This is an optimization exercise on Yosys and OpenROAD, whose aim is a short achievable clock period and few clock cycles, not a production implementation.
Where RTL was checked, it was by simulation tests only, not by an equivalence proof against the original.
The RTL of run 3 was laid out without a check of its function.
Power is estimated from default activity; no workload was simulated.

==> flow/design.v <==
module cpu(clk,reset,in,out,N,V,Z,w,mem_addr,mem_cmd,halt);
  input clk, reset;
  input [15:0] in;
  output [15:0] out;
  output N, V, Z, w;
  output [8:0] mem_addr;
  output [1:0] mem_cmd;
  output halt;
  reg [15:0] rf [0:7];
  reg fN, fV, fZ, fLT;      
  reg [8:0] ma;             
  reg mst;                  
  reg pk_f;                 
  reg pk_ld;                
  reg [2:0] p_rd;           
  reg [15:0] sd;            
  reg [8:0] nf;             
  reg hold;                 
  reg hp;                   
  reg halt_r;
  reg i_f;                  
  reg [8:0] i_pc;           
  reg i_ld;                 
  reg i_kill;               
  reg [2:0] i_rd;
  reg x_v;
  reg [15:0] x_a, x_b, x_c;   
  reg [2:0] x_ra, x_rb, x_rc;
  reg x_pa, x_pb, x_pc;     
  reg [1:0] x_sh;
  reg x_inv;
  reg x_cin, x_and, x_pass;
  reg x_cmp;
  reg x_wr;
  reg [2:0] x_rd;
  reg x_slow, x_st;
  reg [2:0] x_ldrd;
  reg x_jx;                 
  wire [15:0] sum;
  ksadd #(16, 4) alu_add(.a(x_a), .b(x_b), .cin(x_cin), .s(sum));
  wire [15:0] x_res = x_and ? (x_a & x_b) : x_pass ? x_b : sum;
  wire x_stall = x_v & (x_pa | x_pb | x_pc);
  wire x_ex = x_v & ~x_stall;
  wire xw = x_ex & x_wr;
  wire xs = x_ex & x_slow;
  wire xj = x_ex & x_jx;
  wire xl = xs & ~x_st;
  wire c_N = sum[15];
  wire c_Z = &(x_a ^ x_b);
  wire c_V = ~(x_a[15] ^ x_b[15]) & (x_a[15] ^ sum[15]);
  wire c_LT = c_N ^ c_V;
  wire new_fl = x_ex & x_cmp;
  assign mem_addr = ma;
  assign mem_cmd = mst ? 2'b10 : 2'b01;
  assign out = sd;
  assign halt = halt_r;
  assign w = halt_r;
  assign N = fN;
  assign V = fV;
  assign Z = fZ;
  wire dv = i_f & ~hp;
  wire [4:0] op = in[15:11];
  wire d_movi = op == 5'b11010;
  wire d_mov  = op == 5'b11000;
  wire d_add  = op == 5'b10100;
  wire d_cmp  = op == 5'b10101;
  wire d_and  = op == 5'b10110;
  wire d_mvn  = op == 5'b10111;
  wire d_ldr  = op == 5'b01100;
  wire d_str  = op == 5'b10000;
  wire d_b    = op == 5'b00100;
  wire d_bl   = op == 5'b01011;
  wire d_bx   = op == 5'b01000;
  wire d_blx  = op == 5'b01010;
  wire d_halt = in[15:13] == 3'b111;
  wire d_mem  = d_ldr | d_str;
  wire d_breg = d_mov | d_add | d_cmp | d_and | d_mvn;
  wire d_jreg = d_bx | d_blx;
  wire [2:0] rn = in[10:8];
  wire [2:0] rd = in[7:5];
  wire [2:0] rm = in[2:0];
  wire [15:0] sx5 = {{11{in[4]}}, in[4:0]};
  wire [15:0] sx8 = {{8{in[7]}}, in[7:0]};
  wire [8:0] pc1;
  ksadd #(9, 4) pc_inc(.a(i_pc), .b(9'd0), .cin(1'b1), .s(pc1));
  wire [15:0] link = {8'd0, pc1[7:0]};
  wire blx_same = d_blx & (rn == rd);
  wire fw_n = xw & (x_rd == rn);
  wire fw_m = xw & (x_rd == rm);
  wire fw_d = xw & (x_rd == rd);
  wire [15:0] rd_n = fw_n ? x_res : rf[rn];
  wire [15:0] rd_d = fw_d ? x_res : rf[rd];
  wire pn_n = ~fw_n & ((pk_ld & (p_rd == rn)) | (xl & (x_ldrd == rn)));
  wire pn_m = ~fw_m & ((pk_ld & (p_rd == rm)) | (xl & (x_ldrd == rm)));
  wire pn_d = ~fw_d & ((pk_ld & (p_rd == rd)) | (xl & (x_ldrd == rd)));
  wire [1:0] sh = in[4:3];
  wire inv = d_cmp | d_mvn;
  reg [15:0] bsh, fsh;      
  always @* begin
    case (sh)
      2'b00: begin bsh = rf[rm]; fsh = x_res; end
      2'b01: begin bsh = {rf[rm][14:0], 1'b0}; fsh = {x_res[14:0], 1'b0}; end
      2'b10: begin bsh = {1'b0, rf[rm][15:1]}; fsh = {1'b0, x_res[15:1]}; end
      default: begin bsh = {rf[rm][15], rf[rm][15:1]}; fsh = {x_res[15], x_res[15:1]}; end
    endcase
  end
  wire [15:0] b_rf = d_breg ? (inv ? ~bsh : bsh) : d_movi ? sx8 : (d_bl | d_blx) ? link : sx5;
  wire [15:0] b_fw = inv ? ~fsh : fsh;
  reg [15:0] ish;           
  always @* begin
    case (x_sh)
      2'b00: ish = in;
      2'b01: ish = {in[14:0], 1'b0};
      2'b10: ish = {1'b0, in[15:1]};
      default: ish = {in[15], in[15:1]};
    endcase
  end
  wire d_slow = fw_n | pn_n | (d_str & pn_d) | xs;
  wire [8:0] base = rf[rn][8:0];
  wire [5:0] da_lo;
  ksadd #(6, 3) da_lo_add(.a({1'b0, base[4:0]}), .b({1'b0, in[4:0]}), .cin(1'b0), .s(da_lo));
  wire [3:0] hi_p, hi_m;
  ksadd #(4, 2) hi_inc(.a(base[8:5]), .b(4'd0), .cin(1'b1), .s(hi_p));
  ksadd #(4, 2) hi_dec(.a(base[8:5]), .b(4'b1111), .cin(1'b0), .s(hi_m));
  wire [3:0] da_hi = in[4] ? (da_lo[5] ? base[8:5] : hi_m) : (da_lo[5] ? hi_p : base[8:5]);
  wire [8:0] d_da = {da_hi, da_lo[4:0]};
  wire d_memfast = dv & d_mem & ~d_slow;
  wire d_memslow = dv & d_mem & d_slow;
  wire c_al = rn == 3'b000;
  wire c_eq = rn == 3'b001;
  wire c_ne = rn == 3'b010;
  wire c_lt = rn == 3'b011;
  wire c_le = rn == 3'b100;
  wire ok_old = c_al | (c_eq & fZ) | (c_ne & ~fZ) | (c_lt & fLT) | (c_le & (fZ | fLT));
  wire ok_new = c_al | (c_eq & c_Z) | (c_ne & ~c_Z) | (c_lt & c_LT) | (c_le & (c_Z | c_LT));
  wire cond_ok = new_fl ? ok_new : ok_old;
  wire jwait = d_jreg & ~blx_same & ((fw_d & ~x_pass) | pn_d);
  wire d_tk = dv & ((d_b & cond_ok) | d_bl | (d_jreg & ~jwait));
  wire d_jw = dv & jwait;
  wire [8:0] bt;
  ksadd #(9, 4) bt_add(.a(pc1), .b(sx8[8:0]), .cin(1'b0), .s(bt));
  wire [8:0] jt = blx_same ? {1'b0, pc1[7:0]} : fw_d ? x_b[8:0] : rf[rd][8:0];
  wire [8:0] tgt = d_jreg ? jt : bt;
  wire [8:0] ma1;
  ksadd #(9, 4) ma_inc(.a(ma), .b(9'd0), .cin(1'b1), .s(ma1));
  wire [8:0] nf_seq = pk_f ? ma1 : nf;
  wire [8:0] nf_n = xj ? x_c[8:0] : d_tk ? tgt : nf_seq;
  wire [8:0] ma_base = xs ? x_res[8:0] : xj ? x_c[8:0] : nf_seq;
  wire hold_n = d_memslow | d_jw | (hold & ~(xs | xj));
  wire hp_n = hp | (dv & d_halt);
  always @(posedge clk) begin
    if (xw) rf[x_rd] <= x_res;
    if (i_ld & ~i_kill & ~(xw & (x_rd == i_rd))) rf[i_rd] <= in;
    if (new_fl) begin
      fN <= c_N;
      fZ <= c_Z;
      fV <= c_V;
      fLT <= c_LT;
    end
    i_pc <= ma;
    i_rd <= p_rd;
    i_kill <= xw & (x_rd == p_rd);
    nf <= nf_n;
    if (d_memfast) ma <= d_da;
    else if (d_tk & ~xs) ma <= tgt;
    else ma <= ma_base;
    if (xs) begin
      p_rd <= x_ldrd;
      sd <= x_c;
    end else begin
      p_rd <= rd;
      sd <= rd_d;
    end
    if (x_stall) begin
      if (x_pa & i_ld & ~i_kill & (i_rd == x_ra) & ~(pk_ld & (p_rd == x_ra))) begin x_a <= in; x_pa <= 1'b0; end
      if (x_pb & i_ld & ~i_kill & (i_rd == x_rb) & ~(pk_ld & (p_rd == x_rb))) begin x_b <= x_inv ? ~ish : ish; x_pb <= 1'b0; end
      if (x_pc & i_ld & ~i_kill & (i_rd == x_rc) & ~(pk_ld & (p_rd == x_rc))) begin x_c <= in; x_pc <= 1'b0; end
    end else begin
      x_a <= rd_n;
      x_b <= (fw_m & d_breg) ? b_fw : b_rf;
      x_c <= rd_d;
      x_ra <= rn;
      x_rb <= rm;
      x_rc <= rd;
      x_pa <= pn_n & (d_add | d_cmp | d_and | d_mem);
      x_pb <= pn_m & d_breg;
      x_pc <= pn_d & (d_str | (d_jreg & ~blx_same));
      x_sh <= sh;
      x_inv <= inv;
      x_cin <= d_cmp;
      x_and <= d_and;
      x_pass <= d_movi | d_mov | d_mvn | d_bl | d_blx;
      x_cmp <= d_cmp;
      x_wr <= d_movi | d_mov | d_add | d_and | d_mvn | d_bl | d_blx;
      x_rd <= (d_movi | d_bl | d_blx) ? rn : rd;
      x_slow <= d_mem & d_slow;
      x_st <= d_str;
      x_ldrd <= rd;
      x_jx <= jwait;
    end
    if (reset) begin
      mst <= 1'b0;
      pk_ld <= 1'b0;
      pk_f <= 1'b1;
      ma <= 9'd0;
      nf <= 9'd0;
      hold <= 1'b0;
      hp <= 1'b0;
      halt_r <= 1'b0;
      i_f <= 1'b0;
      i_ld <= 1'b0;
      x_v <= 1'b0;
    end else begin
      i_f <= pk_f & ~(d_tk | d_jw);
      i_ld <= pk_ld;
      hold <= hold_n;
      hp <= hp_n;
      halt_r <= halt_r | (hp_n & ~xs);
      if (xs) begin
        mst <= x_st;
        pk_ld <= ~x_st;
        pk_f <= 1'b0;
      end else if (d_memfast) begin
        mst <= d_str;
        pk_ld <= d_ldr;
        pk_f <= 1'b0;
      end else begin
        mst <= 1'b0;
        pk_ld <= 1'b0;
        pk_f <= ~(hold_n | hp_n);
      end
      if (!x_stall) x_v <= dv & ~d_halt;
    end
  end
endmodule
module ksadd #(parameter W = 16, parameter L = 4) (a, b, cin, s);
  input [W-1:0] a, b;
  input cin;
  output [W-1:0] s;
  wire [W-1:0] p = a ^ b;
  wire [(L+1)*W-1:0] G, P;
  assign G[W-1:0] = a & b;
  assign P[W-1:0] = p;
  genvar l, i;
  generate
    for (l = 0; l < L; l = l + 1) begin : lev
      for (i = 0; i < W; i = i + 1) begin : bt
        if (i >= (1 << l)) begin : comb
          assign G[(l+1)*W+i] = G[l*W+i] | (P[l*W+i] & G[l*W+i-(1<<l)]);
          assign P[(l+1)*W+i] = P[l*W+i] & P[l*W+i-(1<<l)];
        end else begin : pass
          assign G[(l+1)*W+i] = G[l*W+i];
          assign P[(l+1)*W+i] = P[l*W+i];
        end
      end
    end
  endgenerate
  wire [W-1:0] c;
  assign c[0] = cin;
  generate
    for (i = 1; i < W; i = i + 1) begin : carry
      assign c[i] = G[L*W+i-1] | (P[L*W+i-1] & cin);
    end
  endgenerate
  assign s = p ^ c;
endmodule
==> flow/run.sh <==
#!/bin/bash
# synth_recipe.tcl (not shown) runs the flow's synth.tcl, then flattens the netlist and writes it again
# the make line also repeats each setting of config.mk as NAME=value (left out here)
make -C /OpenROAD-flow-scripts/flow DESIGN_CONFIG=/design/flow/config.mk WORK_HOME=/design/flow/orfs CLKGATE_MAP_FILE= SYNTH_SCRIPT=/design/flow/synth_recipe.tcl finish
==> flow/config.mk <==
export PLATFORM = sky130hd
export DESIGN_NAME = cpu
export DESIGN_NICKNAME = cpu
export VERILOG_FILES = /design/flow/design.v
export SDC_FILE = /design/flow/constraint.sdc
export NUM_CORES = 4
export LEC_CHECK = 0
export ABC_CLOCK_PERIOD_IN_PS = 2500
export CAP_MARGIN = 20
export CORE_MARGIN = 2
export CORE_UTILIZATION = 75
export SETUP_SLACK_MARGIN = 5
export SLEW_MARGIN = 20
export TNS_END_PERCENT = 100
==> flow/constraint.sdc <==
create_clock -name core_clock -period 8.0 [get_ports {clk}]
set_input_delay 1.6000 -clock core_clock [delete_from_list [all_inputs] [get_ports {clk}]]
set_output_delay 1.6000 -clock core_clock [all_outputs]
set_load 0.01 [all_outputs]
==> metrics.cfg, run 1 <==
[grt]
grt_pass1_vias = 23500
grt.overflow.total = 11
grtUsageTotal_pct = 79.3
grt_pass1_wl_um = 156000
grt_max_degree = 61

[synth]
synth_top_cell_by_area = edfxtp_1
synth_common_cells = nand2_1, edfxtp_1, o21ai_0
synth.most_common_cell = nand2_1
synthSimpleGateAreaFrac_pct = 14.8
syn-num-nets = 2014
synth_seq_cells = 264
synth_top_family_by_area = compound AO/OA/AOI/OAI gates
syn_area_per_cell_um2 = 9.79
synthMuxAreaShare_pct = 17.2
syn_area_um2 = 19200
synthArstFlopShare_pct = 0
synth_flop_cell = edfxtp_1
yosysSeqAreaShare_pct = 38.2
synth_cell_type_count = 110
synth_area_leaders = edfxtp_1, mux4_2, dfxtp_1
syn_inst = 1960
yosysWarnings = 1
synth.top_cell.area_share_pct = 32.1
synth_enable_flop_cells = 205
synth_fa_ha_area_share_pct = 2.47
synth_compound_area_share_pct = 17.4
synth_xor_area_share_pct = 4.93

[outcome]
lastStage = 5_1_grt
status = did not finish
error = [ERROR GRT-0116] Global routing finished with congestion. Check the congestion regions in the DRC Viewer.

[clocking]
root_buffer = clkbuf_16
cts_buffers = 29
ctsHoldBuffers = 0
cts.sinks = 264
clockBufferDepth = 3
h-tree-depth = 1

[floorplanning]
rows = 58
start_util_pct = 76.2
die_y_um = 164
io_pins = 50
die_w_um = 164

[placement]
hpwl_um = 43200
portBuffers = 49
postPlaceCellArea_um2 = 19900
routabilityCongestion = 1.05

==> how the worst max path moves through the flow <==
stage | start | endpoint | slack [ns] | cells after the start
4_1_cts | in[8] | ma[8] | 4.36 | 14
3_5_place_dp | in[14] | x_b[10] | 2.91 | 11
3_3_place_gp | in[14] | x_b[10] | 3.02 | 11
2_1_floorplan | in[8] | ma[8] | 3.89 | 15
==> through the flow <==
step	total power, W	std cells	worst slack [ns]	utilization [%]
detailed placement	0.00279	2190	2.91	79.2
floorplan	0.00249	1960	3.89	-
global placement	0.00275	2190	3.02	79.2
CTS	0.00430	2397	4.36	94.5
==> logic make-up after synthesis <==
kind of cell / after synthesis
AND/OR/NAND/NOR: 607
XOR/XNOR: 108
adder cells (fa/ha/maj): 36
AO/OA/AOI/OAI: 514
multiplexers: 210
flip-flops: 264
buffers and inverters: 221
==> metal layers <==
layer	GRT usage [%]	overflow
met5	39.6	0
met4	75.8	8
met3	65.2	1
met2	92.9	2
met1	81.9	0
==> power groups by stage <==
stage                     logic (W)  registers (W)  clock network, W
after floorplan            0.000831        0.00166                 0
after global placement      0.00105        0.00169                 0
after detailed placement    0.00110        0.00170                 0
after CTS                   0.00138        0.00167           0.00125
==> what timing repair did <==
| action | CTS |
|---|---|
| setup buffers | 128 |
| setup endpoints to repair | 379 |
| gates cloned | 27 |
| gates resized for setup | 333 |
| endpoints found under the hold margin | 0 |
| pin swaps | 73 |
Testbench counts, summed over its fixed seeds: cycles 27,218.
==> inputs of run 2 (changes only) <==
--- a/flow/config.mk
+++ b/flow/config.mk
@@ -9,5 +9,5 @@
 export CAP_MARGIN = 20
 export CORE_MARGIN = 2
-export CORE_UTILIZATION = 75
+export CORE_UTILIZATION = 55
 export SETUP_SLACK_MARGIN = 5
 export SLEW_MARGIN = 20
==> run 2 against run 1 <==
Net effect: now clean on timing, DRC and antenna; synthesized cell count unchanged; area after synthesis unchanged.
==> metrics.cfg, run 2 <==
[outcome]
status = finished clean

[critical_path]
cpPeakStageDelay_ns = 0.36
crit_buf_inv = 3
cp.required_ns = 8.50
criticalPathCategory = primary input to flop
cp-end-kind = flop
crit_chain = buf_12, buf_6, mux4_2, mux2i_4, inv_1, ha_4, a21oi_4, o21ai_4, nor2_2, a21oi_1, xor2_1, a21oi_2, o32ai_1
cpMaxStageDelayCell = mux4_2
path_delay_family = compound AO/OA/AOI/OAI gates
cp.arrival_ns = 4.07
start_kind = primary input
critPathMaxFanout = 33

[floorplanning]
dieArea_um2 = 36400
die_y_um = 191
die_w_um = 191
rows = 68
io_pins = 50
start_util_pct = 55.7
core-area_um2 = 34500

[final_layout]
largest_reg_flops = 128
nets = 2150
drive_gt1_share_pct = 32.9
syn_to_final_growth_pct = 30.2
most-common-layout-cells = nand2_1, edfxtp_1, buf_4, o21ai_0, nor2_1
final_common_cell = nand2_1
final_cell_area_um2 = 25000
diodes = 0
top_register = rf
fillers = 2508

[grt]
use_met1_pct = 52.7
antenna_found_initial = 1
grt_use_met3_pct = 9.35
grtUsageTotal_pct = 40.9
grt_max_degree = 61
met2_usage_pct = 63.6
top_usage_layer = met2
grt_pass1_vias = 16500
grt.overflow.total = 0
grt_pass1_wl_um = 109000

[synth]
synth.top_cell.area_share_pct = 32.1
syn_area_per_cell_um2 = 9.79
syn_inst = 1960
synth_cell_type_count = 110
synth.most_common_cell = nand2_1
synth_common_cells = nand2_1, edfxtp_1, o21ai_0
yosysWarnings = 1
synth_seq_cells = 264
synthArstFlopShare_pct = 0
synth_flop_cell = edfxtp_1
synth_top_cell_by_area = edfxtp_1
synth_enable_flop_cells = 205
syn-num-nets = 2014
syn_area_um2 = 19200
yosysSeqAreaShare_pct = 38.2
synth_area_leaders = edfxtp_1, mux4_2, dfxtp_1

[drt]
vias_per_cell = 6.86
vias = 17700
ant_nets = 0
drt-initial-drc-count = 2364
routedWlPerCell_um = 29.4
finalWirelength_um = 75700
drt_pass1_iterations = 6
drc = 0

[clocking]
clk_pin_slew_ns = 0.06
cts_buffers = 31
cts.sinks = 264
root_buffer = clkbuf_16
cts_tree = yes
ctsHoldBuffers = 0
clk_latency_ns = 0.61
clockBufferDepth = 3
h-tree-depth = 1

[pwr]
p_leak_nw = 9.17
finalPower_w = 0.00466
clkPwrFrac_pct = 30.9
pwr-share-seq_pct = 35.8
switching_share_pct = 32.8
p_switching_w = 0.00153
power.density_nw_per_um2 = 187
p_int_w = 0.00314
ir_worst_vdd_v = 0.000201
pwr-share-comb_pct = 33.3

[timing]
maxSlewViolCount = 0
clock_skew_ns = 0.0262
min_period_ns = 3.58
setup_viol_count_final = 0
worstMarginPinSlew_ns = 1.08
relSlewSlack_pct = 27.9
clock.fmax_mhz = 280
finalCritPeriodShare_pct = 44.7
hold_violations = 0
fin_setup_tns_ns = 0
rsz0062_at_grt = true

[placement]
routabilityCongestion = 0.952
portBuffers = 49
hpwl_um = 44800
postPlaceCellArea_um2 = 20100

[flow_run]
maxCapViolCount = 0

[hold_path]
hold_class = flop to flop

## run 2: final timing paths
check	startpoint	endpoint	slack [ns]	cells after the start
hold reg to reg	ma[8]	i_pc[8]	0.38	0
setup / recovery	in[9]	ma[8]	4.42	13
setup reg to reg	x_b[6]	ma[5]	4.72	12
hold / removal	ma[8]	i_pc[8]	0.38	0
## run 2: final cells by class
class / instances / area, um^2 / area share (%)
sequential: 264 / 7350 / 29.4
clock buffer: 42 / 883 / 3.54
multi-input combinational: 1476 / 12500 / 50.3
timing repair inverter: 3 / 22.5 / 0.0902
tap: 455 / 569 / 2.28
timing repair buffer: 286 / 3320 / 13.3
clock inverter: 15 / 136 / 0.546
inverter: 34 / 139 / 0.556
## run 2: layer usage
metal,up-vias,share of wire [%]
met5,-,0
met4,0,6.4
met3,289,11
met2,1137,45
met1,8612,37
li1,7617,-
## run 2: repair_timing
item / CTS / global route
setup endpoints to repair: 381 / 158
hold endpoints to repair: 0 / 0
setup buffers: 129 / 48
gates cloned: 23 / 3
pin swaps: 70 / 65
resized for setup: 321 / 113
## run 2: logic make-up (layout without fill, tap and decap cells)
group,Yosys count,after routing,share of synthesized area (%)
XOR/XNOR,108,108,4.93
adder cells (fa/ha/maj),36,36,2.47
buffers and inverters,221,380,4.86
multiplexers,210,210,17.2
AO/OA/AOI/OAI,514,514,17.4
flip-flops,264,264,38.2
AND/OR/NAND/NOR,607,608,14.8
## run 2: power by group through the flow
stage | logic [W] | clock network, W | registers (W)
2_1_floorplan | 0.000831 | 0 | 0.00166
3_3_place_gp | 0.00110 | 0 | 0.00170
3_5_place_dp | 0.00111 | 0 | 0.00170
4_1_cts | 0.00138 | 0.00144 | 0.00167
5_1_grt | 0.00164 | 0.00149 | 0.00167
6_report | 0.00155 | 0.00144 | 0.00167
## run 2: per-stage QoR
step | cells | utilization [%] | hold WS [ns] | setup slack [ns]
floorplan | 1960 | - | 0.329 | 3.89
global placement | 2315 | 58.4 | 0.377 | 3.08
detailed placement | 2315 | 58.4 | 0.378 | 3.02
CTS | 2524 | 69.5 | 0.382 | 4.48
global route | 2575 | 72.5 | 0.389 | 4.31
finish | 2575 | 72.5 | 0.380 | 4.42
==> inputs of run 3 (changes only) <==
--- a/flow/design.v
+++ b/flow/design.v
@@ -138,6 +138,10 @@
   wire d_tk = dv & ((d_b & cond_ok) | d_bl | (d_jreg & ~jwait));
   wire d_jw = dv & jwait;
-  wire [8:0] bt;
-  ksadd #(9, 4) bt_add(.a(pc1), .b(sx8[8:0]), .cin(1'b0), .s(bt));
+  wire [4:0] bt_lo;
+  ksadd #(5, 3) bt_lo_add(.a({1'b0, pc1[3:0]}), .b({1'b0, in[3:0]}), .cin(1'b0), .s(bt_lo));
+  wire [4:0] bt_h0, bt_h1;
+  ksadd #(5, 3) bt_h0_add(.a(pc1[8:4]), .b({in[7], in[7:4]}), .cin(1'b0), .s(bt_h0));
+  ksadd #(5, 3) bt_h1_add(.a(pc1[8:4]), .b({in[7], in[7:4]}), .cin(1'b1), .s(bt_h1));
+  wire [8:0] bt = {bt_lo[4] ? bt_h1 : bt_h0, bt_lo[3:0]};
   wire [8:0] jt = blx_same ? {1'b0, pc1[7:0]} : fw_d ? x_b[8:0] : rf[rd][8:0];
   wire [8:0] tgt = d_jreg ? jt : bt;
==> run 3 against run 2 <==
Net effect: critical path type unchanged; combinational power down 8%; sequential share of layout area rose by 1.8 points; die area down 3.2%; setup slack worse by 0.045 ns; global-route usage down 2.2 points; fmax shrank 1.2%; design area down 5.8%; routed wire length shrank 5.4%; still clean; clock skew down 0.011 ns; largest power group unchanged; cell count fell by 4.1%.
==> metrics.cfg, run 3 <==
[placement]
dpl_worst_slack_ns = 2.75
hpwl_um = 43700
portBuffers = 49
dpl.cell_count = 2269
routabilityCongestion = 0.946

[drt]
drt_pass1_iterations = 6
drt-initial-drc-count = 2290
finalWirelength_um = 71600
vias_per_cell = 6.80
vias = 16800
routedWlPerCell_um = 29.0
drc = 0
ant_nets = 0

[critical_path]
rr_endpoint = nf[1]
crit_top_cell = a21oi_4
cp-endpoint = ma[8]
start_kind = primary input
critPathMaxFanout = 8
criticalPathCategory = primary input to flop
cp.required_ns = 8.51
cpMaxStageDelayCell = mux4_2
regToRegSetupSlack_ns = 4.70
reg2reg_from = x_b[8]
crit_chain = buf_16, mux4_2, mux2i_4, inv_2, ha_4, a21o_1, a21oi_4, o21bai_4, a21oi_4, buf_6, mux2i_2, xor2_1, a211oi_2
cpPeakStageDelay_ns = 0.55
worstRegToRegCells = 11
path_delay_family = multiplexers
cp-end-kind = flop
crit_buf_inv = 3
cp.depth = 13
cp.arrival_ns = 4.13
crit_start = in[8]

[pwr]
p_leak_nw = 8.52
ir_worst_vdd_v = 0.000185
finalPower_w = 0.00453
power.density_nw_per_um2 = 193

[synth]
syn-num-nets = 1962
synth.most_common_cell = nand2_1
synth_area_leaders = edfxtp_1, mux4_2, dfxtp_1
synth_seq_cells = 264
synth_enable_flop_cells = 205
synth_top_cell_by_area = edfxtp_1
synth_common_cells = nand2_1, edfxtp_1, o21ai_0
syn_area_per_cell_um2 = 9.72
synth_cell_type_count = 96
yosysSeqAreaShare_pct = 39.6
synth_flop_cell = edfxtp_1
syn_area_um2 = 18500
synthArstFlopShare_pct = 0
syn_inst = 1907
synth.top_cell.area_share_pct = 33.2
yosysWarnings = 1

[grt]
grt.overflow.total = 0
antenna_found_initial = 3
grtUsageTotal_pct = 38.6
grt_max_degree = 65
grt_pass1_wl_um = 100000
grt_pass1_vias = 15200

[clocking]
cts_tree = yes
clk_pin_slew_ns = 0.07
root_buffer = clkbuf_16
clk_latency_ns = 0.61
ctsHoldBuffers = 0
clockBufferDepth = 3
h-tree-depth = 1
cts_buffers = 31
cts.sinks = 264

[timing]
fin_setup_tns_ns = 0
maxSlewViolCount = 0
finalCritPeriodShare_pct = 45.3
clock.fmax_mhz = 276
fin_ws_ns = 4.38
setup_viol_count_final = 0
hold_violations = 0
min_period_ns = 3.62
relSlewSlack_pct = 33.8
worstMarginPinSlew_ns = 0.990
clock_skew_ns = 0.0154
rsz0062_at_grt = true

[flow_run]
maxCapViolCount = 0

[final_layout]
most-common-layout-cells = nand2_1, edfxtp_1, buf_4, o21ai_0, nor2_1
largest_reg_flops = 128
final_common_cell = nand2_1
top_register = rf
final_cells = 2470
utilization_pct = 70.5
drive_gt1_share_pct = 30.0
syn_to_final_growth_pct = 26.8
nets = 2050

[floorplanning]
start_util_pct = 55.6
dieArea_um2 = 35200
io_pins = 50
core-area_um2 = 33400
rows = 67
die_y_um = 188
die_w_um = 188

[hold_path]
hold_class = flop to flop

[outcome]
status = finished clean

==> run 3: cell types whose count changed after synthesis, moves of 15 or more <==
cell,change
clkbuf_1,+19
o21ai_0,-34
mux2_2,-15
a21oi_1,+31
nand2_1,+22
o21ai_1,+25
==> run 3: timing repair <==
action,CTS,global route
setup buffers,53,68
pin swaps,25,55
gates cloned,11,9
resized for setup,220,179
endpoints found under the setup margin,363,85
==> run 3: area by class of cell <==
class	count	area (um^2)
diodes	2	5.00
clock buffers	49	947
clock inverters	9	66.3
fillers	2566	9850
inverters	30	129
multi-input cells	1433	11800
flip-flops and latches	264	7340
well taps	448	561
repair buffers	234	2640
repair inverters	1	6.26
==> run 3: through the flow <==
stage / instance area, um^2 / hold slack [ns]
after floorplan: 19200 / 0.329
after global placement: 19500 / 0.377
after detailed placement: 19500 / 0.389
after CTS: 21900 / 0.392
after global routing: 23500 / 0.403
final: 23500 / 0.389
==> run 3: cell families (layout without fill, tap and decap cells) <==
group / after synthesis / after routing / share of synthesized area, %
buffers and inverters: 212 / 323 / 4.61
XOR/XNOR: 119 / 119 / 5.62
other: 0 / 2 / 0
flip-flops: 264 / 264 / 39.6
adder cells (fa/ha/maj): 38 / 38 / 2.67
multiplexers: 192 / 192 / 17.0
AND/OR/NAND/NOR: 583 / 585 / 13.9
AO/OA/AOI/OAI: 499 / 499 / 16.6
==> run 3: worst min-delay path by stage <==
stage                  from       to  slack, ns  depth (start not counted)
floorplan           p_rd[0]  i_rd[0]       0.33                          0
global placement      ma[1]  i_pc[1]       0.38                          0
detailed placement    ma[1]  i_pc[1]       0.39                          0
CTS                   ma[8]  i_pc[8]       0.39                          0
global route          ma[2]  i_pc[2]       0.40                          0
finish                ma[8]  i_pc[8]       0.39                          0
==> run 3: report_power, final <==
group / internal, W / switching [W] / total (W)
Sequential: 0.00161 / 0.0000687 / 0.00168
Clock: 0.000815 / 0.000618 / 0.00143
Combinational: 0.000608 / 0.000816 / 0.00142
Total: 0.00303 / 0.00150 / 0.00453
==> run 3: metal layers <==
layer / vias to the layer above / wire, um / GRT usage (%)
met5: - / 13 / 0
met4: 2 / 4960 / 20.2
met3: 278 / 7880 / 7.39
met2: 1154 / 31900 / 59.6
met1: 8081 / 26800 / 52.1
li1: 7289 / - / -
==> run 3: worst reg2reg max path, stage by stage (launching register included) <==
cell and delay (ns):
edfxtp_1 0.49, ha_2 0.43, nand4_1 0.19, or4_4 0.62
mux2_4 0.33, o221ai_4 0.23, a2bb2oi_4 0.15, buf_12 0.17
buf_4 0.13, mux2_4 0.28, nand2_1 0.07, a21oi_1 0.07
==> inputs of run 4 (changes only) <==
--- a/flow/design.v
+++ b/flow/design.v
@@ -117,12 +117,18 @@
   end
   wire d_slow = fw_n | pn_n | (d_str & pn_d) | xs;
-  wire [8:0] base = rf[rn][8:0];
-  wire [5:0] da_lo;
-  ksadd #(6, 3) da_lo_add(.a({1'b0, base[4:0]}), .b({1'b0, in[4:0]}), .cin(1'b0), .s(da_lo));
-  wire [3:0] hi_p, hi_m;
-  ksadd #(4, 2) hi_inc(.a(base[8:5]), .b(4'd0), .cin(1'b1), .s(hi_p));
-  ksadd #(4, 2) hi_dec(.a(base[8:5]), .b(4'b1111), .cin(1'b0), .s(hi_m));
-  wire [3:0] da_hi = in[4] ? (da_lo[5] ? base[8:5] : hi_m) : (da_lo[5] ? hi_p : base[8:5]);
-  wire [8:0] d_da = {da_hi, da_lo[4:0]};
+  wire [8:0] da_k [0:7];
+  genvar dk;
+  generate
+    for (dk = 0; dk < 8; dk = dk + 1) begin : dak
+      wire [5:0] lo;
+      ksadd #(6, 3) lo_add(.a({1'b0, rf[dk][4:0]}), .b({1'b0, in[4:0]}), .cin(1'b0), .s(lo));
+      wire [3:0] hp, hm;
+      ksadd #(4, 2) h_inc(.a(rf[dk][8:5]), .b(4'd0), .cin(1'b1), .s(hp));
+      ksadd #(4, 2) h_dec(.a(rf[dk][8:5]), .b(4'b1111), .cin(1'b0), .s(hm));
+      wire [3:0] hi = in[4] ? (lo[5] ? rf[dk][8:5] : hm) : (lo[5] ? hp : rf[dk][8:5]);
+      assign da_k[dk] = {hi, lo[4:0]};
+    end
+  endgenerate
+  wire [8:0] d_da = da_k[rn];
   wire d_memfast = dv & d_mem & ~d_slow;
   wire d_memslow = dv & d_mem & d_slow;
==> run 4 against run 3 <==
Net effect: still clean; combinational power up 8%; clock power about the same; cell count up 17%; sequential cell count unchanged; fmax up 0.94%; routed wire length up 26%; critical path depth down 1.
==> metrics.cfg, run 4 <==
[outcome]
status = finished clean

[timing]
maxSlewViolCount = 0
finalCritPeriodShare_pct = 44.8
worstMarginPinSlew_ns = 1.24
fin_setup_tns_ns = 0
clock_skew_ns = 0.0135
min_period_ns = 3.59
setup_viol_count_final = 0
relSlewSlack_pct = 16.9
rsz0062_at_grt = true
hold_violations = 0
clock.fmax_mhz = 279

[drt]
drt-initial-drc-count = 2987
ant_nets = 0
routedWlPerCell_um = 31.0
drt_pass1_iterations = 8
vias_per_cell = 7.08
finalWirelength_um = 89900
vias = 20500
drc = 0

[clocking]
ctsHoldBuffers = 0
h-tree-depth = 1
clk_pin_slew_ns = 0.06
cts_buffers = 31
root_buffer = clkbuf_16
clk_latency_ns = 0.61
clockBufferDepth = 3
cts.sinks = 264
cts_tree = yes

[final_layout]
most-common-layout-cells = nand2_1, edfxtp_1, o21ai_0, buf_4, xnor2_1
nets = 2473
regArea_um2 = 7350
largest_reg_flops = 128
final_cells = 2899
top_register = rf
drive_gt1_share_pct = 30.7
fillers = 2722
multi_input_area_um2 = 14700
syn_to_final_growth_pct = 29.7
final_common_cell = nand2_1

[synth]
synth_cell_type_count = 94
synth.top_cell.area_share_pct = 29.2
synth_seq_cells = 264
syn-num-nets = 2336
synth_flop_cell = edfxtp_1
synthArstFlopShare_pct = 0
syn_area_um2 = 21100
synth_enable_flop_cells = 205
synth_top_cell_by_area = edfxtp_1
synth_common_cells = nand2_1, o21ai_0, edfxtp_1
yosysSeqAreaShare_pct = 34.8
synth_area_leaders = edfxtp_1, mux4_2, nand2_1
syn_inst = 2225
syn_area_per_cell_um2 = 9.49
yosysWarnings = 1
synth.most_common_cell = nand2_1

[floorplanning]
io_pins = 50
die_w_um = 200
rows = 71
start_util_pct = 55.9
die_y_um = 200
core-area_um2 = 37800
dieArea_um2 = 40000

[grt]
grt_max_degree = 50
grtUsageTotal_pct = 43.7
antenna_found_initial = 3
grt_pass1_vias = 18600
grt_pass1_wl_um = 126000
grt.overflow.total = 0

[pwr]
ir_worst_vdd_v = 0.000182
p_leak_nw = 10.2
finalPower_w = 0.00463
power.density_nw_per_um2 = 169

[placement]
routabilityCongestion = 1.02
hpwl_um = 53800
portBuffers = 49
dpl.cell_count = 2635

[critical_path]
rr_endpoint = ma[5]
cp-end-kind = flop
start_kind = primary input
critPathMaxFanout = 8
criticalPathCategory = primary input to flop
regToRegSetupSlack_ns = 4.57
reg2reg_from = i_pc[0]
cp.required_ns = 8.49
cp.arrival_ns = 4.08
worstRegToRegCells = 12

[hold_path]
min-delay-start = ma[2]
hold_path_end = i_pc[2]
hold_class = flop to flop
holdPathStages = 0

[flow_run]
maxCapViolCount = 0

-- run 4: cell types whose count changed after synthesis, sizes merged, moves of 10 or more --
cell   before  now
a21o       10   34
a21oi     134  122
xnor2      76  119
mux2i      76  101
o21ai     198  245
buf        47   60
nor2      134  103
o22ai      11   24
inv        28   49
ha         34   83
and2        7   17
nand2     291  331
-- run 4: layer usage --
| layer | up-vias | wire length [um] | global-route usage, % |
|---|---|---|---|
| met1 | 9921 | 32600 | 57.7 |
| met3 | 399 | 12900 | 13.4 |
| met4 | 4 | 6240 | 24.3 |
| met5 | - | 23 | 0 |
| li1 | 8569 | - | - |
| met2 | 1628 | 38200 | 64.2 |
-- run 4: repair_timing --
action,4_1_cts,5_1_grt
setup buffers,119,60
pin swaps,94,85
cloned,22,4
gates resized for setup,395,133
setup endpoints to repair,376,215
-- run 4: how the worst max path moves through the flow --
stage	start	endpoint	slack, ns	cells past startpoint
floorplan	in[1]	ma[7]	4.20	10
global placement	in[14]	ma[2]	2.85	9
detailed placement	in[14]	ma[2]	2.82	9
CTS	in[1]	ma[7]	4.53	11
global route	in[1]	ma[7]	4.35	12
finish	in[1]	ma[7]	4.41	12
-- run 4: critical path, cell delays in order --
cell	delay, ns
buf_16	0.14
buf_16	0.15
ha_4	0.20
a21o_1	0.16
a21oi_2	0.16
o21bai_2	0.11
a21oi_4	0.24
mux2i_1	0.29
xnor2_1	0.18
o22ai_1	0.13
or4_4	0.44
a211o_1	0.26
-- run 4: cells by family after synthesis --
group / after synthesis / share of synthesized area, %
adder cells (fa/ha/maj): 93 / 5.87
flip-flops: 264 / 34.8
XOR/XNOR: 161 / 6.68
multiplexers: 219 / 16.3
AND/OR/NAND/NOR: 642 / 13.8
buffers and inverters: 241 / 4.56
AO/OA/AOI/OAI: 605 / 18.0
-- run 4: cell type report --
cell class	count	area share, %
Tap cell	511	2.34
Multi-Input combinational cell	1723	53.8
Inverter	52	0.924
Clock inverter	15	0.370
Sequential cell	264	26.9
Timing Repair inverter	2	0.0594
Antenna cell	1	0.00914
Clock buffer	43	3.21
Timing Repair Buffer	288	12.4
-- run 4: report_power, final --
part           total, W  internal [W]  leakage, nW  switching [W]
combinational   0.00154      0.000657         7.27       0.000882
clock           0.00142      0.000796        0.495       0.000620
sequential      0.00168       0.00160         2.47      0.0000724
-- run 4: per-stage QoR --
stage	instance area [um^2]	hold slack, ns	setup slack (ns)	util, %
2_1_floorplan	21900	0.329	4.20	-
3_3_place_gp	22200	0.410	2.85	58.8
3_5_place_dp	22200	0.406	2.82	58.8
4_1_cts	26200	0.403	4.53	69.5
5_1_grt	27400	0.408	4.35	72.5
6_report	27400	0.402	4.41	72.5
Testbench counts of run 4, summed over its fixed seeds: cycles 27,218.
==> inputs of run 5 (changes only) <==
--- a/flow/design.v
+++ b/flow/design.v
@@ -144,10 +144,6 @@
   wire d_tk = dv & ((d_b & cond_ok) | d_bl | (d_jreg & ~jwait));
   wire d_jw = dv & jwait;
-  wire [4:0] bt_lo;
-  ksadd #(5, 3) bt_lo_add(.a({1'b0, pc1[3:0]}), .b({1'b0, in[3:0]}), .cin(1'b0), .s(bt_lo));
-  wire [4:0] bt_h0, bt_h1;
-  ksadd #(5, 3) bt_h0_add(.a(pc1[8:4]), .b({in[7], in[7:4]}), .cin(1'b0), .s(bt_h0));
-  ksadd #(5, 3) bt_h1_add(.a(pc1[8:4]), .b({in[7], in[7:4]}), .cin(1'b1), .s(bt_h1));
-  wire [8:0] bt = {bt_lo[4] ? bt_h1 : bt_h0, bt_lo[3:0]};
+  wire [8:0] bt;
+  ksadd #(9, 4) bt_add(.a(pc1), .b(sx8[8:0]), .cin(1'b0), .s(bt));
   wire [8:0] jt = blx_same ? {1'b0, pc1[7:0]} : fw_d ? x_b[8:0] : rf[rd][8:0];
   wire [8:0] tgt = d_jreg ? jt : bt;
==> run 5 against run 4 <==
Net effect: highest routed layer is now met4; cell count up 2.2%; clock-buffer cell count up 3; utilization up 1.1 points; sequential cell count unchanged; hold slack better by 0.010 ns; clock power up 9.9%; still clean on timing, DRC and antenna; power up 4.6%; routed wire length up 1.2%; register-to-register slack better by 0.09 ns.
==> metrics.cfg, run 5 <==
[floorplanning]
core-area_um2 = 37800
io_pins = 50
start_util_pct = 56.0
dieArea_um2 = 40000
die_y_um = 200
die_w_um = 200
rows = 71

[hold_path]
hold_class = flop to flop
min-delay-start = ma[3]

[critical_path]
cpMaxStageDelayCell = nor4_4
crit_chain = buf_16, buf_16, ha_4, a21o_1, a21oi_4, o21bai_4, a21oi_4, mux2_4, a311oi_2, nand4_1, nor4_4, a211oi_2
path_delay_family = compound AO/OA/AOI/OAI gates
cp.arrival_ns = 4.02
cp-endpoint = ma[6]
crit_start = in[0]
start_kind = primary input
cpPeakStageDelay_ns = 0.38
worstRegToRegCells = 13
cp-end-kind = flop
criticalPathCategory = primary input to flop
cp.required_ns = 8.43
crit_buf_inv = 2
regToRegSetupSlack_ns = 4.66
cp.depth = 12
reg2reg_from = i_pc[0]
rr_endpoint = nf[7]
critPathMaxFanout = 8

[timing]
fin_ws_ns = 4.41
relSlewSlack_pct = 25.2
fin_setup_tns_ns = 0
whs_ns = 0.412
worstMarginPinSlew_ns = 1.12
clock.fmax_mhz = 279
hold_violations = 0
maxSlewViolCount = 0
setup_viol_count_final = 0
clock_skew_ns = 0.0420
finalCritPeriodShare_pct = 44.9
min_period_ns = 3.59
rsz0062_at_grt = true

[final_layout]
multi_input_area_um2 = 14900
fillers = 2664
syn_to_final_growth_pct = 31.3
final_common_cell = nand2_1
nets = 2536
regArea_um2 = 7350
most-common-layout-cells = nand2_1, edfxtp_1, buf_4, o21ai_0, nor2_1
drive_gt1_share_pct = 32.0
largest_reg_flops = 128
top_register = rf
diodes = 0

[pwr]
power.density_nw_per_um2 = 174
ir_worst_vdd_v = 0.000183
p_leak_nw = 10.3

[synth]
synth_fa_ha_area_share_pct = 5.80
synth_area_leaders = edfxtp_1, mux4_2, nand2_1
yosysWarnings = 1
syn_area_per_cell_um2 = 9.31
synth_flop_cell = edfxtp_1
syn-num-nets = 2383
synth_enable_flop_cells = 205
synth.top_cell.area_share_pct = 29.1
synth_top_cell_by_area = edfxtp_1
synth_xor_area_share_pct = 6.54
synthMuxAreaShare_pct = 15.8
yosysSeqAreaShare_pct = 34.7
synthSimpleGateAreaFrac_pct = 14.9
synth_cell_type_count = 92
synth_seq_cells = 264
synth_compound_area_share_pct = 17.9
synth_top_family_by_area = compound AO/OA/AOI/OAI gates
synth_common_cells = nand2_1, o21ai_0, edfxtp_1
synthArstFlopShare_pct = 0
syn_inst = 2273
synth.most_common_cell = nand2_1
syn_area_um2 = 21200

[clocking]
clockBufferDepth = 3
clk_pin_slew_ns = 0.06
cts.sinks = 264
cts_buffers = 34
root_buffer = clkbuf_16
cts_tree = yes
ctsHoldBuffers = 0
clk_latency_ns = 0.58
h-tree-depth = 2

[grt]
grtUsageTotal_pct = 43.7
antenna_found_initial = 0
grt_max_degree = 69
grt_pass1_wl_um = 130000
grt.overflow.total = 0
grt_pass1_vias = 19400

[outcome]
status = finished clean

[drt]
routedWlPerCell_um = 30.7
drt_pass1_iterations = 8
ant_nets = 0
finalWirelength_um = 91000
drt-initial-drc-count = 3290
vias = 21000
drc = 0
vias_per_cell = 7.08

[placement]
routabilityCongestion = 0.981
dpl_worst_slack_ns = 2.39
hpwl_um = 54600
portBuffers = 49

[flow_run]
maxCapViolCount = 0

## run 5: cell types whose count changed in the layout (fill, tap and decap cells not counted), moves of 10 or more
cell,delta
o21ai_1,+11
buf_4,+19
o21ai_0,-27
o221ai_1,-18
mux2i_1,-22
mux2_2,+15
o21ai_2,+11
nor2_1,+47
o22ai_1,-10
a21oi_1,+36
## run 5: kinds of logic (layout without fill, tap and decap cells)
family | count (synthesis) | after routing
compound gates | 615 | 615
xor+xnor | 158 | 158
fa+ha+maj | 92 | 92
buf+inv | 240 | 416
flops | 264 | 264
mux | 206 | 206
simple gates | 698 | 700
## run 5: area by class of cell
cell class | count | area share (%)
Clock buffer | 46 | 3.41
Clock inverter | 15 | 0.545
Inverter | 46 | 0.748
Multi-Input combinational cell | 1771 | 53.7
Sequential cell | 264 | 26.5
Tap cell | 511 | 2.30
Timing Repair Buffer | 308 | 12.8
Timing Repair inverter | 1 | 0.0180
## run 5: repair_timing
item / in CTS / in global routing
gates cloned: 25 / 2
setup buffers: 120 / 69
resized for setup: 350 / 204
setup endpoints to repair: 216 / 211
pin swaps: 83 / 95
## run 5: worst min-delay path by stage
stage | end | slack, ns | depth (start not counted)
5_1_grt | i_pc[7] | 0.41 | 0
3_5_place_dp | i_pc[4] | 0.43 | 0
4_1_cts | i_pc[7] | 0.41 | 0
2_1_floorplan | i_rd[0] | 0.33 | 0
3_3_place_gp | sd[10] | 0.43 | 2
6_report | i_pc[3] | 0.41 | 0
## run 5: stage by stage
step / total power, W / std cells / instance area (um^2) / utilization, %
global placement: 0.00283 / 2684 / 22200 / 58.9
global route: 0.00498 / 2962 / 27800 / 73.6
finish: 0.00484 / 2962 / 27800 / 73.6
CTS: 0.00462 / 2890 / 26300 / 69.6
detailed placement: 0.00285 / 2684 / 22200 / 58.9
floorplan: 0.00247 / 2273 / 21900 / -
## run 5: worst reg2reg max path, delay by kind of cell (launching register included)
kind	cells	cell delay (ns)
flip-flops	1	0.57
AO/OA/AOI/OAI	3	0.33
buffers and inverters	2	0.31
XOR/XNOR	2	0.69
AND/OR/NAND/NOR	4	0.67
adder cells (fa/ha/maj)	2	0.71
## run 5: power by group
| group | switching (W) | total, W | internal (W) |
|---|---|---|---|
| registers | 0.0000695 | 0.00167 | 0.00160 |
| logic | 0.000910 | 0.00161 | 0.000700 |
| clock network | 0.000658 | 0.00156 | 0.000904 |
| total | 0.00164 | 0.00484 | 0.00321 |
## run 5: metal layers
layer  up-vias  part of all wire (%)  GRT usage, %  routed length (um)
li1       8777                     -             -                   -
met1     10100                    36          56.8               33000
met2      1680                    43          66.8               39600
met3       464                    13          10.6               11800
met4         0                   7.4          25.3                6710
met5         -                     0             0                   0
Testbench counts of run 5, summed over its fixed seeds: cycles 27,218.

==> port drivers added, routing unchanged <==
How much do the figures lean on ideal ports? The routed layouts below were timed once more, with nothing changed but the port constraints.
Step 1 (the two cells are an assumption about what drives the block):
set clk [get_ports {clk}]
set_driving_cell -lib_cell sky130_fd_sc_hd__clkbuf_16 $clk
set_driving_cell -lib_cell sky130_fd_sc_hd__buf_2 [delete_from_list [all_inputs] $clk]
Step 2 adds t to the input delays and takes it off the output delays; t is the mean of the earliest and latest rising clock arrival at the registers after step 1. Input paths then give back, and output paths get back, about the clock's delay inside the block.
a / b / c = ideal ports / drivers / drivers and shift; a / b = the first two.
| run | t, ns | setup WS [ns] | worst setup path after step 2 | worst data-port slew with drivers (ns) |
|---|---|---|---|---|
| run 2 | 0.657 | 4.425 / 4.357 / 3.700 | input to register | 0.43 |
| run 3 | 0.651 | 4.380 / 4.161 / 3.509 | input to register | 0.31 |
| run 4 | 0.653 | 4.413 / 4.299 / 3.645 | input to register | 0.33 |
| run 5 | 0.627 | 4.411 / 4.331 / 3.704 | input to register | 0.21 |
After both steps setup and hold are still met in every run listed. For run 3, which loses most, drivers alone change the setup slack by -0.219 ns; drivers and shift together by -0.871 ns.
